This is an optimization exercise on Yosys and OpenROAD, whose aim is small area, not a production implementation.
Function was checked by simulation only, so behaviour that the tests miss may differ from the original.
The clock input has no modelled driver; a real chip could not lean on it and would need a root buffer or a full tree.
Power figures rest on the tool's default switching activity, not on a simulated workload.

==> job 4460 <==
Design Snake, start of the top module:
module Snake (
  input wire clk,
  input reset, left, right, up, down,
  output h_sync, v_sync,
  output [3:0] red, green, blue
);
  function automatic [10:0] add11(input [10:0] a, input [10:0] b);
    integer i; reg c;
    begin c = 1'b0; for (i = 0; i < 11; i = i + 1) begin add11[i] = a[i] ^ b[i] ^ c; c = (a[i] & b[i]) | (c & (a[i] ^ b[i])); end end
  endfunction
  function automatic [10:0] inc11(input [10:0] a, input ci);
    integer i; reg c;
    begin c = ci; for (i = 0; i < 11; i = i + 1) begin inc11[i] = a[i] ^ c; c = c & a[i]; end end
  endfunction
  function automatic [10:0] addc11(input [10:0] a, input [10:0] b, input ci);
    integer i; reg c;
    begin c = ci; for (i = 0; i < 11; i = i + 1) begin addc11[i] = a[i] ^ b[i] ^ c; c = (a[i] & b[i]) | (c & (a[i] ^ b[i])); end end
  endfunction
  function automatic [10:0] sub11(input [10:0] a, input [10:0] b);
    integer i; reg c;
    begin c = 1'b1; for (i = 0; i < 11; i = i + 1) begin sub11[i] = a[i] ^ ~b[i] ^ c; c = (a[i] & ~b[i]) | (c & (a[i] | ~b[i])); end end
  endfunction
  function automatic lt11(input [10:0] a, input [10:0] b);
    integer i; reg l;
    begin l = 1'b0; for (i = 0; i < 11; i = i + 1) l = (~a[i] & b[i]) | (~a[i] & l) | (b[i] & l); lt11 = l; end
  endfunction
  function automatic in19(input [10:0] d);
    in19 = (d[10:4] == 7'd0) & (d[3:0] != 4'd0) & ~(d[3] & (d[2] | d[1]));
  endfunction
  reg [1:0] ph;    
  reg       run;   
  always @(posedge clk) begin
    run <= ~reset;
  ...
clock: 10.0 ns
lec_check: 0
cap_margin: 20
core_margin: 2
core_utilization: 40
slew_margin: 20
standard.sh (not shown) runs the stock make flow with config.mk's settings and CLKGATE_MAP_FILE= SYNTH_SCRIPT=/design/flow/synth_recipe.tcl, a recipe that flattens the netlist after the stock synthesis.
==> flow/flow/run.sh <==
#!/bin/bash
# The standard layout (standard.sh, standard synthesis unchanged), with two
# changes: the ports get the smallest buffer (buf_1), and the clock tree is
# built by flow/cts_manual.tcl instead of TritonCTS: the clock port drives one
# root buffer, which drives eight leaf buffers, each driving one of eight
# groups of flip-flops made by recursive bisection of their placement.
set -euo pipefail
export BUFFER_PORTS_ARGS="-buffer_cell sky130_fd_sc_hd__buf_1"
export PRE_CTS_TCL="$PWD/flow/cts_manual.tcl"
export MCTS_NLEAF=8
export MCTS_MODE=bisect
export MCTS_ROOT=sky130_fd_sc_hd__clkbuf_8
export MCTS_BUF=sky130_fd_sc_hd__clkbuf_8
bash standard.sh > standard.log 2>&1
==> flow/flow/cts_manual.tcl <==
# Recursive bisection of the sinks into nleaf groups (nleaf a power of two):
# split at the median of the longer side of the group's bounding box.
proc mcts_bisect_rec { idx sinks nleaf base } {
  if {$nleaf <= 1} {
    set r {}
    foreach i $idx { lappend r $i $base }
    return $r
  }
  set xs {}; set ys {}
  foreach i $idx { lappend xs [lindex $sinks $i 1]; lappend ys [lindex $sinks $i 2] }
  set xs [lsort -integer $xs]; set ys [lsort -integer $ys]
  set w [expr {[lindex $xs end] - [lindex $xs 0]}]
  set h [expr {[lindex $ys end] - [lindex $ys 0]}]
  set col [expr {$w >= $h ? 1 : 2}]
  set pairs {}
  foreach i $idx { lappend pairs [list $i [lindex $sinks $i $col]] }
  set pairs [lsort -integer -index 1 $pairs]
  set half [expr {[llength $pairs] / 2}]
  set a {}; set b {}
  set k 0
  foreach p $pairs { if {$k < $half} { lappend a [lindex $p 0] } else { lappend b [lindex $p 0] }; incr k }
  set n2 [expr {$nleaf / 2}]
  return [concat [mcts_bisect_rec $a $sinks $n2 $base] [mcts_bisect_rec $b $sinks $n2 [expr {$base + $n2}]]]
}
proc mcts_bisect { sinks nleaf } {
  set idx {}
  for {set i 0} {$i < [llength $sinks]} {incr i} { lappend idx $i }
  set r [mcts_bisect_rec $idx $sinks $nleaf 0]
  set asg [lrepeat [llength $sinks] 0]
  foreach {i k} $r { lset asg $i $k }
  return $asg
}

# Replaces TritonCTS with a one-level clock tree: the clock port drives NLEAF
# buffers, each driving one spatial cluster of the clock sinks.
proc clock_tree_synthesis { args } {
  set nleaf [expr { [info exists ::env(MCTS_NLEAF)] ? $::env(MCTS_NLEAF) : 4 }]
  set bufname [expr { [info exists ::env(MCTS_BUF)] ? $::env(MCTS_BUF) : "sky130_fd_sc_hd__clkbuf_8" }]
  set db [ord::get_db]
  set block [ord::get_db_block]
  set master [$db findMaster $bufname]
  set clk [$block findNet clk]
  set sinks {}
  foreach it [$clk getITerms] {
    set inst [$it getInst]
    set bb [$inst getBBox]
    lappend sinks [list $it [expr {([$bb xMin] + [$bb xMax]) / 2}] [expr {([$bb yMin] + [$bb yMax]) / 2}]]
  }
  set n [llength $sinks]
  puts "manual cts: $n sinks, $nleaf leaves of $bufname"
  # k-means clustering, initial centres spread along a sort by x then y
  set sorted [lsort -integer -index 1 $sinks]
  set cx {}; set cy {}
  for {set k 0} {$k < $nleaf} {incr k} {
    set s [lindex $sorted [expr {int(($k + 0.5) * $n / $nleaf)}]]
    lappend cx [lindex $s 1]; lappend cy [lindex $s 2]
  }
  for {set iter 0} {$iter < 50} {incr iter} {
    # capacity-limited assignment: sink-centre pairs in order of distance
    set cap [expr {int(ceil(double($n) / $nleaf))}]
    set pairs {}
    set i 0
    foreach s $sinks {
      for {set k 0} {$k < $nleaf} {incr k} {
        lappend pairs [list [expr {abs([lindex $s 1] - [lindex $cx $k]) + abs([lindex $s 2] - [lindex $cy $k])}] $i $k]
      }
      incr i
    }
    set pairs [lsort -real -index 0 $pairs]
    set asg [lrepeat $n -1]
    set used [lrepeat $nleaf 0]
    foreach p $pairs {
      lassign $p d i k
      if {[lindex $asg $i] >= 0} continue
      if {[lindex $used $k] >= $cap} continue
      lset asg $i $k
      lset used $k [expr {[lindex $used $k] + 1}]
    }
    set assign $asg
    if {[info exists ::env(MCTS_MODE)] && $::env(MCTS_MODE) eq "bisect"} { set assign [mcts_bisect $sinks $nleaf] }
    set ncx {}; set ncy {}
    for {set k 0} {$k < $nleaf} {incr k} {
      set sx 0; set sy 0; set c 0
      foreach s $sinks a $assign { if {$a == $k} { set sx [expr {$sx + [lindex $s 1]}]; set sy [expr {$sy + [lindex $s 2]}]; incr c } }
      if {$c > 0} { lappend ncx [expr {$sx / $c}]; lappend ncy [expr {$sy / $c}] } else { lappend ncx [lindex $cx $k]; lappend ncy [lindex $cy $k] }
    }
    set cx $ncx; set cy $ncy
  }
  set src $clk
  if {[info exists ::env(MCTS_ROOT)] && $::env(MCTS_ROOT) ne ""} {
    set rinst [odb::dbInst_create $block [$db findMaster $::env(MCTS_ROOT)] "mcts_root"]
    set rnet [odb::dbNet_create $block "mcts_clknet_root"]
    $rnet setSigType CLOCK
    # move the port's sinks onto the root net
    [$rinst findITerm A] connect $clk
    [$rinst findITerm X] connect $rnet
    set sx 0; set sy 0
    foreach v $cx { set sx [expr {$sx + $v}] }
    foreach v $cy { set sy [expr {$sy + $v}] }
    $rinst setLocation [expr {int($sx / $nleaf)}] [expr {int($sy / $nleaf)}]
    $rinst setPlacementStatus PLACED
    set src $rnet
  }
  for {set k 0} {$k < $nleaf} {incr k} {
    set inst [odb::dbInst_create $block $master "mcts_leaf_$k"]
    set net [odb::dbNet_create $block "mcts_clknet_$k"]
    $net setSigType CLOCK
    [$inst findITerm A] connect $src
    [$inst findITerm X] connect $net
    $inst setLocation [expr {int([lindex $cx $k])}] [expr {int([lindex $cy $k])}]
    $inst setPlacementStatus PLACED
    set c 0
    foreach s $sinks a $assign {
      if {$a == $k} {
        set it [lindex $s 0]
        $it disconnect
        $it connect $net
        incr c
      }
    }
    puts "manual cts: leaf $k at ([lindex $cx $k], [lindex $cy $k]) drives $c sinks"
  }
  global_connect
}
==> inputs of job 8982, as changes to job 4460 <==
--- a/flow/design.v
+++ b/flow/design.v
@@ -148,19 +148,17 @@
   wire ywn = ~lt11({2'b0, n1y}, 11'd507);   
   reg pa, apl, snk, hd, go, R, G, B;
   wire [10:0] cxm = add11({1'b0, cx}, 11'd2038);
   wire [10:0] cym = add11({1'b0, cy}, 11'd2038);
   wire cxl = lt11({1'b0, cx}, 11'd10);
   wire cyl = lt11({1'b0, cy}, 11'd10);
   wire [10:0] d1x = addc11({1'b0, cx}, {1'b1, n1x}, 1'b1);
   wire [10:0] d1y = addc11({1'b0, cy}, {2'b11, n1y}, 1'b1);
-  wire [10:0] ey2 = sub11({2'b0, cy[9:1]}, {3'b0, ay[8:1]});
-  wire iny = (ey2[10:3] == 8'd0) & ((ey2[2:0] == 3'd0 & cy[0]) | (ey2[2:0] != 3'd0 & ~(ey2[2] & (ey2[1] | ey2[0]))));
-  wire in_apple = in19(sub11({1'b0, cx}, {2'b0, ax})) & iny;
+  wire in_apple = in19(sub11({1'b0, cx}, {2'b0, ax})) & in19(sub11({1'b0, cy}, {2'b0, ay}));
   wire [10:0] ex = addc11({1'b0, cx}, {1'b1, n10x}, 1'b1);
   wire [10:0] ey = addc11({1'b0, cy}, {2'b11, n10y}, 1'b1);
   wire in_body  = ~d1x[10] & (d1x != 11'd0) & (ex[10] | (ex[9:4] == 6'd0 & ~(ex[3] & (ex[2] | ex[1])))) &
                   ~d1y[10] & (d1y != 11'd0) & (ey[10] | (ey[9:4] == 6'd0 & ~(ey[3] & (ey[2] | ey[1]))));
   wire head_x = (dzx & (~lt11(d1x ^ 11'h400, 11'd1025) & lt11(d1x ^ 11'h400, 11'd1034))) |
                    (dpx & ~xwp & (~lt11(d1x ^ 11'h400, 11'd1030) & lt11(d1x ^ 11'h400, 11'd1039))) |
                    (dpx & xwp & (~lt11(d1x ^ 11'h400, 11'd6) & lt11(d1x ^ 11'h400, 11'd15))) |
                    (dnx & ~xwn & (~lt11(d1x ^ 11'h400, 11'd1020) & lt11(d1x ^ 11'h400, 11'd1029)));
==> flow/flow/run.sh (replaced) <==
#!/bin/bash
# The standard layout (standard.sh), with two changes: the ports get the
# smallest buffer, and the clock tree is built by flow/cts_manual.tcl (the
# clock port drives one root buffer, which drives one buffer per spatial
# cluster of flip-flops) instead of TritonCTS.
set -euo pipefail
export BUFFER_PORTS_ARGS="-buffer_cell sky130_fd_sc_hd__buf_1"
export PRE_CTS_TCL="$PWD/flow/cts_manual.tcl"
export MCTS_NLEAF=8
export MCTS_MODE=bisect
export MCTS_ROOT=sky130_fd_sc_hd__clkbuf_16
export MCTS_BUF=sky130_fd_sc_hd__clkbuf_8
bash standard.sh > standard.log 2>&1
==> inputs of job 9728, as changes to job 4460 <==
--- a/flow/design.v
+++ b/flow/design.v
@@ -6,20 +6,16 @@
 );
   function automatic [10:0] add11(input [10:0] a, input [10:0] b);
     integer i; reg c;
     begin c = 1'b0; for (i = 0; i < 11; i = i + 1) begin add11[i] = a[i] ^ b[i] ^ c; c = (a[i] & b[i]) | (c & (a[i] ^ b[i])); end end
   endfunction
   function automatic [10:0] inc11(input [10:0] a, input ci);
     integer i; reg c;
     begin c = ci; for (i = 0; i < 11; i = i + 1) begin inc11[i] = a[i] ^ c; c = c & a[i]; end end
-  endfunction
-  function automatic [10:0] addc11(input [10:0] a, input [10:0] b, input ci);
-    integer i; reg c;
-    begin c = ci; for (i = 0; i < 11; i = i + 1) begin addc11[i] = a[i] ^ b[i] ^ c; c = (a[i] & b[i]) | (c & (a[i] ^ b[i])); end end
   endfunction
   function automatic [10:0] sub11(input [10:0] a, input [10:0] b);
     integer i; reg c;
     begin c = 1'b1; for (i = 0; i < 11; i = i + 1) begin sub11[i] = a[i] ^ ~b[i] ^ c; c = (a[i] & ~b[i]) | (c & (a[i] | ~b[i])); end end
   endfunction
   function automatic lt11(input [10:0] a, input [10:0] b);
     integer i; reg l;
     begin l = 1'b0; for (i = 0; i < 11; i = i + 1) l = (~a[i] & b[i]) | (~a[i] & l) | (b[i] & l); lt11 = l; end
@@ -106,65 +102,61 @@
   always @(posedge clk) begin
     if (upd) last <= mdir;
     rg0 <= upd ? last : rg8;
     rg1 <= rg0; rg2 <= rg1; rg3 <= rg2; rg4 <= rg3;
     rg5 <= rg4; rg6 <= rg5; rg7 <= rg6; rg8 <= rg7;
   end
   wire [1:0] h0 = last;
   wire [1:0] h9 = rg8;
-  reg [9:0] n1x, n10x;
-  reg [8:0] n1y, n10y;
+  reg [9:0] s1x, s10x;
+  reg [8:0] s1y, s10y;
   reg [3:0] cnt;
   wire lv = (cnt != 4'd0);
   wire ov = (cnt == 4'd10);
   wire dzx = ~lv | h0[1];
   wire dpx = lv & ~h0[1] & h0[0];
   wire dnx = lv & ~h0[1] & ~h0[0];
   wire dzy = ~lv | ~h0[1];
   wire dpy = lv & h0[1] & h0[0];
   wire dny = lv & h0[1] & ~h0[0];
   wire ux = upd & lv & ~h0[1];
   wire uy = upd & lv &  h0[1];
   wire vx = upd & ov & ~h9[1];
   wire vy = upd & ov &  h9[1];
-  wire [9:0] ax_l = ux ? (h0[0] ? -10'd5 : 10'd5) : 10'd0;    
-  wire [8:0] ay_l = uy ? (h0[0] ? -9'd5  : 9'd5)  : 9'd0;
-  wire [9:0] ax_o = vx ? (h9[0] ? -10'd5 : 10'd5) : 10'd0;    
-  wire [8:0] ay_o = vy ? (h9[0] ? -9'd5  : 9'd5)  : 9'd0;
-  wire [10:0] n1xn = add11({1'b0, n1x}, {1'b0, ax_l});
-  wire [10:0] n1yn = add11({2'b0, n1y}, {2'b0, ay_l});
-  wire [10:0] n10xn = add11({1'b0, n10x}, {1'b0, ax_o});
-  wire [10:0] n10yn = add11({2'b0, n10y}, {2'b0, ay_o});
+  wire [9:0] ax_l = ux ? (h0[0] ? 10'd5 : -10'd5) : 10'd0;
+  wire [8:0] ay_l = uy ? (h0[0] ? 9'd5  : -9'd5)  : 9'd0;
+  wire [9:0] ax_o = vx ? (h9[0] ? 10'd5 : -10'd5) : 10'd0;
+  wire [8:0] ay_o = vy ? (h9[0] ? 9'd5  : -9'd5)  : 9'd0;
+  wire [10:0] s1xn = add11({1'b0, s1x}, {1'b0, ax_l});
+  wire [10:0] s1yn = add11({2'b0, s1y}, {2'b0, ay_l});
+  wire [10:0] s10xn = add11({1'b0, s10x}, {1'b0, ax_o});
+  wire [10:0] s10yn = add11({2'b0, s10y}, {2'b0, ay_o});
   wire [10:0] cntn = inc11({7'b0, cnt}, upd & mv & ~ov);
   always @(posedge clk) begin
-    n1x  <= reset ? ~10'd320 : n1xn[9:0];
-    n1y  <= reset ? ~9'd240  : n1yn[8:0];
-    n10x <= reset ? ~10'd320 : n10xn[9:0];
-    n10y <= reset ? ~9'd240  : n10yn[8:0];
+    s1x  <= reset ? 10'd320 : s1xn[9:0];
+    s1y  <= reset ? 9'd240  : s1yn[8:0];
+    s10x <= reset ? 10'd320 : s10xn[9:0];
+    s10y <= reset ? 9'd240  : s10yn[8:0];
     cnt  <= reset ? 4'd0    : cntn[3:0];
   end
-  wire xwp = lt11({1'b0, n1x}, 11'd5);      
-  wire xwn = ~lt11({1'b0, n1x}, 11'd1019);  
-  wire ywp = lt11({2'b0, n1y}, 11'd5);      
-  wire ywn = ~lt11({2'b0, n1y}, 11'd507);   
+  wire xwp = ~lt11({1'b0, s1x}, 11'd1019);    
+  wire xwn = lt11({1'b0, s1x}, 11'd5);        
+  wire ywp = ~lt11({2'b0, s1y}, 11'd507);
+  wire ywn = lt11({2'b0, s1y}, 11'd5);
   reg pa, apl, snk, hd, go, R, G, B;
   wire [10:0] cxm = add11({1'b0, cx}, 11'd2038);
   wire [10:0] cym = add11({1'b0, cy}, 11'd2038);
   wire cxl = lt11({1'b0, cx}, 11'd10);
   wire cyl = lt11({1'b0, cy}, 11'd10);
-  wire [10:0] d1x = addc11({1'b0, cx}, {1'b1, n1x}, 1'b1);
-  wire [10:0] d1y = addc11({1'b0, cy}, {2'b11, n1y}, 1'b1);
-  wire [10:0] ey2 = sub11({2'b0, cy[9:1]}, {3'b0, ay[8:1]});
-  wire iny = (ey2[10:3] == 8'd0) & ((ey2[2:0] == 3'd0 & cy[0]) | (ey2[2:0] != 3'd0 & ~(ey2[2] & (ey2[1] | ey2[0]))));
-  wire in_apple = in19(sub11({1'b0, cx}, {2'b0, ax})) & iny;
-  wire [10:0] ex = addc11({1'b0, cx}, {1'b1, n10x}, 1'b1);
-  wire [10:0] ey = addc11({1'b0, cy}, {2'b11, n10y}, 1'b1);
-  wire in_body  = ~d1x[10] & (d1x != 11'd0) & (ex[10] | (ex[9:4] == 6'd0 & ~(ex[3] & (ex[2] | ex[1])))) &
-                  ~d1y[10] & (d1y != 11'd0) & (ey[10] | (ey[9:4] == 6'd0 & ~(ey[3] & (ey[2] | ey[1]))));
+  wire [10:0] d1x = sub11({1'b0, cx}, {1'b0, s1x});
+  wire [10:0] d1y = sub11({1'b0, cy}, {2'b0, s1y});
+  wire in_apple = in19(sub11({1'b0, cx}, {2'b0, ax})) & in19(sub11({1'b0, cy}, {2'b0, ay}));
+  wire in_body  = ~d1x[10] & (d1x != 11'd0) & (cxl | lt11({1'b0, cxm[9:0]}, {1'b0, s10x})) &
+                  ~d1y[10] & (d1y != 11'd0) & (cyl | lt11({1'b0, cym[9:0]}, {2'b0, s10y}));
   wire head_x = (dzx & (~lt11(d1x ^ 11'h400, 11'd1025) & lt11(d1x ^ 11'h400, 11'd1034))) |
                    (dpx & ~xwp & (~lt11(d1x ^ 11'h400, 11'd1030) & lt11(d1x ^ 11'h400, 11'd1039))) |
                    (dpx & xwp & (~lt11(d1x ^ 11'h400, 11'd6) & lt11(d1x ^ 11'h400, 11'd15))) |
                    (dnx & ~xwn & (~lt11(d1x ^ 11'h400, 11'd1020) & lt11(d1x ^ 11'h400, 11'd1029)));
   wire head_y = (dzy & (~lt11(d1y ^ 11'h400, 11'd1025) & lt11(d1y ^ 11'h400, 11'd1034))) |
                    (dpy & ~ywp & (~lt11(d1y ^ 11'h400, 11'd1030) & lt11(d1y ^ 11'h400, 11'd1039))) |
                    (dpy & ywp & (~lt11(d1y ^ 11'h400, 11'd518) & lt11(d1y ^ 11'h400, 11'd527))) |
                    (dny & ~ywn & (~lt11(d1y ^ 11'h400, 11'd1020) & lt11(d1y ^ 11'h400, 11'd1029))) |
==> flow/flow/run.sh (replaced) <==
#!/bin/bash
# The standard layout (standard.sh), with two changes: the ports get the
# smallest buffer, and the clock tree is built by flow/cts_manual.tcl (the
# clock port drives one root buffer, which drives one buffer per spatial
# cluster of flip-flops) instead of TritonCTS.
set -euo pipefail
export BUFFER_PORTS_ARGS="-buffer_cell sky130_fd_sc_hd__buf_1"
export PRE_CTS_TCL="$PWD/flow/cts_manual.tcl"
export MCTS_NLEAF=4
export MCTS_ROOT=
export MCTS_BUF=sky130_fd_sc_hd__clkbuf_16
bash standard.sh > standard.log 2>&1
--- a/flow/flow/cts_manual.tcl
+++ b/flow/flow/cts_manual.tcl
@@ -1,41 +1,8 @@
-# Recursive bisection of the sinks into nleaf groups (nleaf a power of two):
-# split at the median of the longer side of the group's bounding box.
-proc mcts_bisect_rec { idx sinks nleaf base } {
-  if {$nleaf <= 1} {
-    set r {}
-    foreach i $idx { lappend r $i $base }
-    return $r
-  }
-  set xs {}; set ys {}
-  foreach i $idx { lappend xs [lindex $sinks $i 1]; lappend ys [lindex $sinks $i 2] }
-  set xs [lsort -integer $xs]; set ys [lsort -integer $ys]
-  set w [expr {[lindex $xs end] - [lindex $xs 0]}]
-  set h [expr {[lindex $ys end] - [lindex $ys 0]}]
-  set col [expr {$w >= $h ? 1 : 2}]
-  set pairs {}
-  foreach i $idx { lappend pairs [list $i [lindex $sinks $i $col]] }
-  set pairs [lsort -integer -index 1 $pairs]
-  set half [expr {[llength $pairs] / 2}]
-  set a {}; set b {}
-  set k 0
-  foreach p $pairs { if {$k < $half} { lappend a [lindex $p 0] } else { lappend b [lindex $p 0] }; incr k }
-  set n2 [expr {$nleaf / 2}]
-  return [concat [mcts_bisect_rec $a $sinks $n2 $base] [mcts_bisect_rec $b $sinks $n2 [expr {$base + $n2}]]]
-}
-proc mcts_bisect { sinks nleaf } {
-  set idx {}
-  for {set i 0} {$i < [llength $sinks]} {incr i} { lappend idx $i }
-  set r [mcts_bisect_rec $idx $sinks $nleaf 0]
-  set asg [lrepeat [llength $sinks] 0]
-  foreach {i k} $r { lset asg $i $k }
-  return $asg
-}
-
 # Replaces TritonCTS with a one-level clock tree: the clock port drives NLEAF
 # buffers, each driving one spatial cluster of the clock sinks.
 proc clock_tree_synthesis { args } {
   set nleaf [expr { [info exists ::env(MCTS_NLEAF)] ? $::env(MCTS_NLEAF) : 4 }]
   set bufname [expr { [info exists ::env(MCTS_BUF)] ? $::env(MCTS_BUF) : "sky130_fd_sc_hd__clkbuf_8" }]
   set db [ord::get_db]
   set block [ord::get_db_block]
   set master [$db findMaster $bufname]
@@ -72,17 +39,17 @@
     foreach p $pairs {
       lassign $p d i k
       if {[lindex $asg $i] >= 0} continue
       if {[lindex $used $k] >= $cap} continue
       lset asg $i $k
       lset used $k [expr {[lindex $used $k] + 1}]
     }
     set assign $asg
-    if {[info exists ::env(MCTS_MODE)] && $::env(MCTS_MODE) eq "bisect"} { set assign [mcts_bisect $sinks $nleaf] }
+    # balance: cap cluster size
     set ncx {}; set ncy {}
     for {set k 0} {$k < $nleaf} {incr k} {
       set sx 0; set sy 0; set c 0
       foreach s $sinks a $assign { if {$a == $k} { set sx [expr {$sx + [lindex $s 1]}]; set sy [expr {$sy + [lindex $s 2]}]; incr c } }
       if {$c > 0} { lappend ncx [expr {$sx / $c}]; lappend ncy [expr {$sy / $c}] } else { lappend ncx [lindex $cx $k]; lappend ncy [lindex $cy $k] }
     }
     set cx $ncx; set cy $ncy
   }
- CORE_UTILIZATION: 40 -> 70
==> comparison table <==
|  | job 9728 | job 4460 | job 8982 |
|---|---|---|---|
| Status | finished clean | finished clean | finished clean |
| Wire length of the first global-routing pass | 25,300 um | 24,700 um | 24,700 um |
| Total power of the final layout | 750 uW | 783 uW | 790 uW |
| Violation count after the first detailed-routing iteration | 319 | 227 | 223 |
| Data arrival time of the critical path | 7.35 ns | 7.66 ns | 7.37 ns |
| Post-synthesis to final-layout area growth | 2.33% | 4.75% | 4.85% |
| FILL cells | 798 | 1,792 | 1,806 |
| Total power divided by cell area | 94.9 nW/um^2 | 99.3 nW/um^2 | 99.9 nW/um^2 |
| Number of global-route vias before repair | 5,281 | 4,820 | 4,682 |
| Gate Count Post-Synth | 766 | 733 | 737 |
| N_taps | 140 | 234 | 234 |
| Hold path start | rg4[1]$_DFF_P_ | rg5[1]$_DFF_P_ | rg6[0]$_DFF_P_ |
| Worst path max stage delay | 0.55 ns | 0.64 ns | 0.54 ns |
| Core footprint | 10,800 um^2 | 18,600 um^2 | 18,600 um^2 |
No run of this note takes its clock network from TritonCTS; it comes from the design's own scripts or RTL.

static timing again, ports no longer ideal:
The flow's constraints put no driver on any port. The routed layouts listed below were extracted and timed again, unchanged, in two steps.
Step 1 assumes that a clkbuf_16 drives the clock port and a buf_2 every other input.
Step 2, shift: input delay + t, output delay - t, t = (earliest + latest rising clock arrival at the registers) / 2. This alone moves slack from input paths to output paths.
a / b / c = ideal / step 1 / step 2; a / b = the first two.
| run | t (ns) | slack for setup (ns) | hold slack, ns | worst register clock-pin slew, ns | cell pins on the clock port's net |
|---|---|---|---|---|---|
| job 4460 | 0.433 | 2.686 / 2.686 / 2.686 | 0.335 / 0.335 / 0.335 | 0.11 / 0.11 | 1 |
| job 8982 | 0.381 | 2.920 / 2.920 / 2.920 | 0.333 / 0.333 / 0.333 | 0.11 / 0.11 | 1 |
| job 9728 | 0.259 | 2.762 / 2.762 / 2.762 | 0.341 / 0.341 / 0.341 | 0.12 / 0.12 | 4 |
After both steps setup and hold are still met in every run listed.
